This design comes from an exercise in tuning for small area and a short achievable clock period on the open sky130 flow, not from production work.
The RTL was checked by simulation tests, not by an equivalence proof against the original design.
Power is estimated from default activity; no workload was simulated.

==> flow/design.v <==
module ram_inv   (input a, output y);                 assign y = ~a;                      endmodule
module ram_nand2 (input a, b, output y);              assign y = ~(a & b);                endmodule
module ram_nor2  (input a, b, output y);              assign y = ~(a | b);                endmodule
module ram_nand3 (input a, b, c, output y);           assign y = ~(a & b & c);            endmodule
module ram_nor3  (input a, b, c, output y);           assign y = ~(a | b | c);            endmodule
module ram_nand4 (input a, b, c, d, output y);        assign y = ~(a & b & c & d);        endmodule
module ram_a22o  (input a1, a2, b1, b2, output y);    assign y = (a1 & a2) | (b1 & b2);   endmodule
module ram_rd8 (input [7:0] lo, input [7:0] q, output r);
  wire [3:0] n;
  genvar p;
  generate
    for (p = 0; p < 4; p = p + 1) begin : g_pair
      assign n[p] = ~((lo[2*p] & q[2*p]) | (lo[2*p+1] & q[2*p+1]));
    end
  endgenerate
  assign r = ~(&n);
endmodule
module ram_o21ai (input a1, a2, b1, output y);        assign y = ~((a1 | a2) & b1);       endmodule
module ram_dec4 (input [3:0] a, input en_n, output [15:0] y);
  wire [3:0] an;
  wire [3:0] pl_n, ph_n;    
  genvar i;
  generate
    for (i = 0; i < 4; i = i + 1) begin : g_inv
      ram_inv u (.a(a[i]), .y(an[i]));
    end
    for (i = 0; i < 4; i = i + 1) begin : g_pre
      ram_nand2 ul (.a((i % 2) ? a[0] : an[0]), .b((i / 2) ? a[1] : an[1]), .y(pl_n[i]));
      ram_nand2 uh (.a((i % 2) ? a[2] : an[2]), .b((i / 2) ? a[3] : an[3]), .y(ph_n[i]));
    end
    for (i = 0; i < 16; i = i + 1) begin : g_out
      ram_nor3 u (.a(pl_n[i % 4]), .b(ph_n[i / 4]), .c(en_n), .y(y[i]));
    end
  endgenerate
endmodule
module ram_dec4n (input [3:0] a, output [15:0] y);
  wire [3:0] an;
  wire [3:0] pl_n, ph_n;
  genvar i;
  generate
    for (i = 0; i < 4; i = i + 1) begin : g_inv
      ram_inv u (.a(a[i]), .y(an[i]));
    end
    for (i = 0; i < 4; i = i + 1) begin : g_pre
      ram_nand2 ul (.a((i % 2) ? a[0] : an[0]), .b((i / 2) ? a[1] : an[1]), .y(pl_n[i]));
      ram_nand2 uh (.a((i % 2) ? a[2] : an[2]), .b((i / 2) ? a[3] : an[3]), .y(ph_n[i]));
    end
    for (i = 0; i < 16; i = i + 1) begin : g_out
      ram_nor2 u (.a(pl_n[i % 4]), .b(ph_n[i / 4]), .y(y[i]));
    end
  endgenerate
endmodule
module ram
#(
  parameter addr_size = 8,
  parameter data_size = 8
)
(
  input clk,
  input rst,
  input write_en,
  input [addr_size-1:0]write_adress,
  input [data_size-1:0]data_in,
  input rd_en,
  input [addr_size-1:0]rd_adress,
  output reg [data_size-1:0]data_out
);
  reg  [256*data_size-1:0] mem;
  wire [256*data_size-1:0] mem_d;
  genvar g, i, b, p;
  wire wr_any_n;
  ram_nor2 u_wr_any_n (.a(write_en), .b(rst), .y(wr_any_n));    
  wire [data_size-1:0] din_n, wdata;
  generate
    for (b = 0; b < data_size; b = b + 1) begin : g_wdata
      ram_inv  ui (.a(data_in[b]), .y(din_n[b]));
      ram_nor2 un (.a(din_n[b]), .b(rst), .y(wdata[b]));        
    end
  endgenerate
  wire [15:0] wlo, whi, wlo_n, whi_n;
  ram_dec4n u_wdec_lo (.a(write_adress[3:0]), .y(wlo));
  ram_dec4 u_wdec_hi (.a(write_adress[7:4]), .en_n(wr_any_n), .y(whi));
  generate
    for (i = 0; i < 16; i = i + 1) begin : g_wdec_n
      ram_inv ul (.a(wlo[i]), .y(wlo_n[i]));
      ram_inv uh (.a(whi[i]), .y(whi_n[i]));
    end
    for (g = 0; g < 16; g = g + 1) begin : g_wgrp
      for (i = 0; i < 16; i = i + 1) begin : g_wword
        wire we, hold;
        ram_nor2  u_we   (.a(wlo_n[i]), .b(whi_n[g]), .y(we));
        ram_nand2 u_hold (.a(wlo[i]),   .b(whi[g]),   .y(hold));
        for (b = 0; b < data_size; b = b + 1) begin : g_bit
          ram_a22o u (.a1(we), .a2(wdata[b]), .b1(hold), .b2(mem[(16*g+i)*data_size+b]),
                      .y(mem_d[(16*g+i)*data_size+b]));
        end
      end
    end
  endgenerate
  always @(posedge clk)
    mem <= mem_d;
  wire rst_n, rd_n;
  ram_inv   u_rst_n (.a(rst), .y(rst_n));
  ram_nand2 u_rd_n  (.a(rd_en), .b(rst_n), .y(rd_n));              
  wire [15:0] rlo, rhi;
  ram_dec4n u_rdec_lo (.a(rd_adress[3:0]), .y(rlo));
  ram_dec4 u_rdec_hi (.a(rd_adress[7:4]), .en_n(rd_n), .y(rhi));
  wire [data_size-1:0] rd_d;
  generate
    for (b = 0; b < data_size; b = b + 1) begin : g_rbit
      wire [15:0] t_n;       
      for (g = 0; g < 16; g = g + 1) begin : g_rgrp
        wire [15:0] q;
        wire [1:0]  r;
        for (p = 0; p < 16; p = p + 1) begin : g_q
          assign q[p] = mem[(16*g+p)*data_size+b];
        end
        ram_rd8 u_r0 (.lo(rlo[7:0]),  .q(q[7:0]),  .r(r[0]));
        ram_rd8 u_r1 (.lo(rlo[15:8]), .q(q[15:8]), .r(r[1]));
        ram_o21ai u_t  (.a1(r[0]), .a2(r[1]), .b1(rhi[g]), .y(t_n[g]));
      end
      wire [3:0] u;
      wire [1:0] v_n;
      wire       h_n;
      for (p = 0; p < 4; p = p + 1) begin : g_u
        ram_nand4 uu (.a(t_n[4*p]), .b(t_n[4*p+1]), .c(t_n[4*p+2]), .d(t_n[4*p+3]), .y(u[p]));
      end
      ram_nor2  uv0 (.a(u[0]), .b(u[1]), .y(v_n[0]));
      ram_nor2  uv1 (.a(u[2]), .b(u[3]), .y(v_n[1]));
      ram_nand2 uh  (.a(data_out[b]), .b(rd_n), .y(h_n));          
      ram_nand3 ud  (.a(v_n[0]), .b(v_n[1]), .c(h_n), .y(rd_d[b]));
    end
  endgenerate
  always @(posedge clk)
    data_out <= rd_d;
endmodule
Settings: LEC_CHECK=0, CAP_MARGIN=20, CORE_MARGIN=2, CORE_UTILIZATION=45, CTS_CLUSTER_DIAMETER=100, CTS_CLUSTER_SIZE=20, SETUP_SLACK_MARGIN=1.5, SLEW_MARGIN=20, SYNTH_HIERARCHICAL=1; clock period 3.4 ns.
standard.sh (not shown) runs the stock make flow with config.mk's settings and CLKGATE_MAP_FILE= SYNTH_SCRIPT=/design/flow/synth_recipe.tcl, a recipe that flattens the netlist after the stock synthesis.
==> flow/flow/run.sh <==
#!/bin/bash
# The standard layout, except that the port buffers are plain buffers
# (sky130_fd_sc_hd__buf_4) rather than the delay cells that buffer_ports picks
# by default. make's full output goes to make_finish.log; ORFS keeps each
# step's own log under orfs/logs/.
set -euo pipefail
bash standard.sh "BUFFER_PORTS_ARGS=-buffer_cell sky130_fd_sc_hd__buf_4" finish > make_finish.log 2>&1
Edit:
Settings changed: SETUP_SLACK_MARGIN 1.5 to 2.0.
After rerunning:
- The new run went through all stages and came out clean
- utilization came out higher by 5.2 points
- area after synthesis does not change
- global-route usage came out higher by 1.2 points
- clock-buffer cell count stays the same
- routed wire length came out higher by a few percent
- design area came out higher by roughly a tenth
- clock power stays flat
- final cell count came out higher by a few percent
Edit:
Settings changed: SETUP_SLACK_MARGIN 2.0 to 1.2.
Outcome: Wire length fell by 1.4%. Synthesized area stays the same. Count of clock-buffer cells in the layout does not change.

-- what the ideal ports hide --
How much do the figures lean on ideal ports? The routed layouts below were timed once more, with nothing changed but the port constraints. Step 1 assumes that a clkbuf_16 drives the clock port and a buf_2 every other input. Step 2 moves the port delays by t, midway between the first and last clock arrival at a register: inputs arrive t later, outputs are due t later. That takes back most of the time a late clock gives input paths. a / b / c = no drivers / after step 1 / after step 2; a / b = the first two.
| run | shift t [ns] | slack for setup (ns) | hold slack, ns | worst setup path after step 2 | worst slew at a driven data input, ns |
|---|---|---|---|---|---|
| the first run | 0.868 | 1.089 / 1.117 / 0.249 | 0.372 / 0.314 / 0.474 | input to register | 0.06 |
| the second run | 0.871 | 1.056 / 1.097 / 0.226 | 0.473 / 0.416 / 0.473 | input to register | 0.08 |
| the third run | 0.864 | 0.978 / 1.010 / 0.146 | 0.366 / 0.312 / 0.473 | input to register | 0.06 |
After both steps setup and hold are still met in every run listed. The setup slack of the first run, which loses most, moves by +0.028 ns with the drivers and by -0.840 ns with both steps.
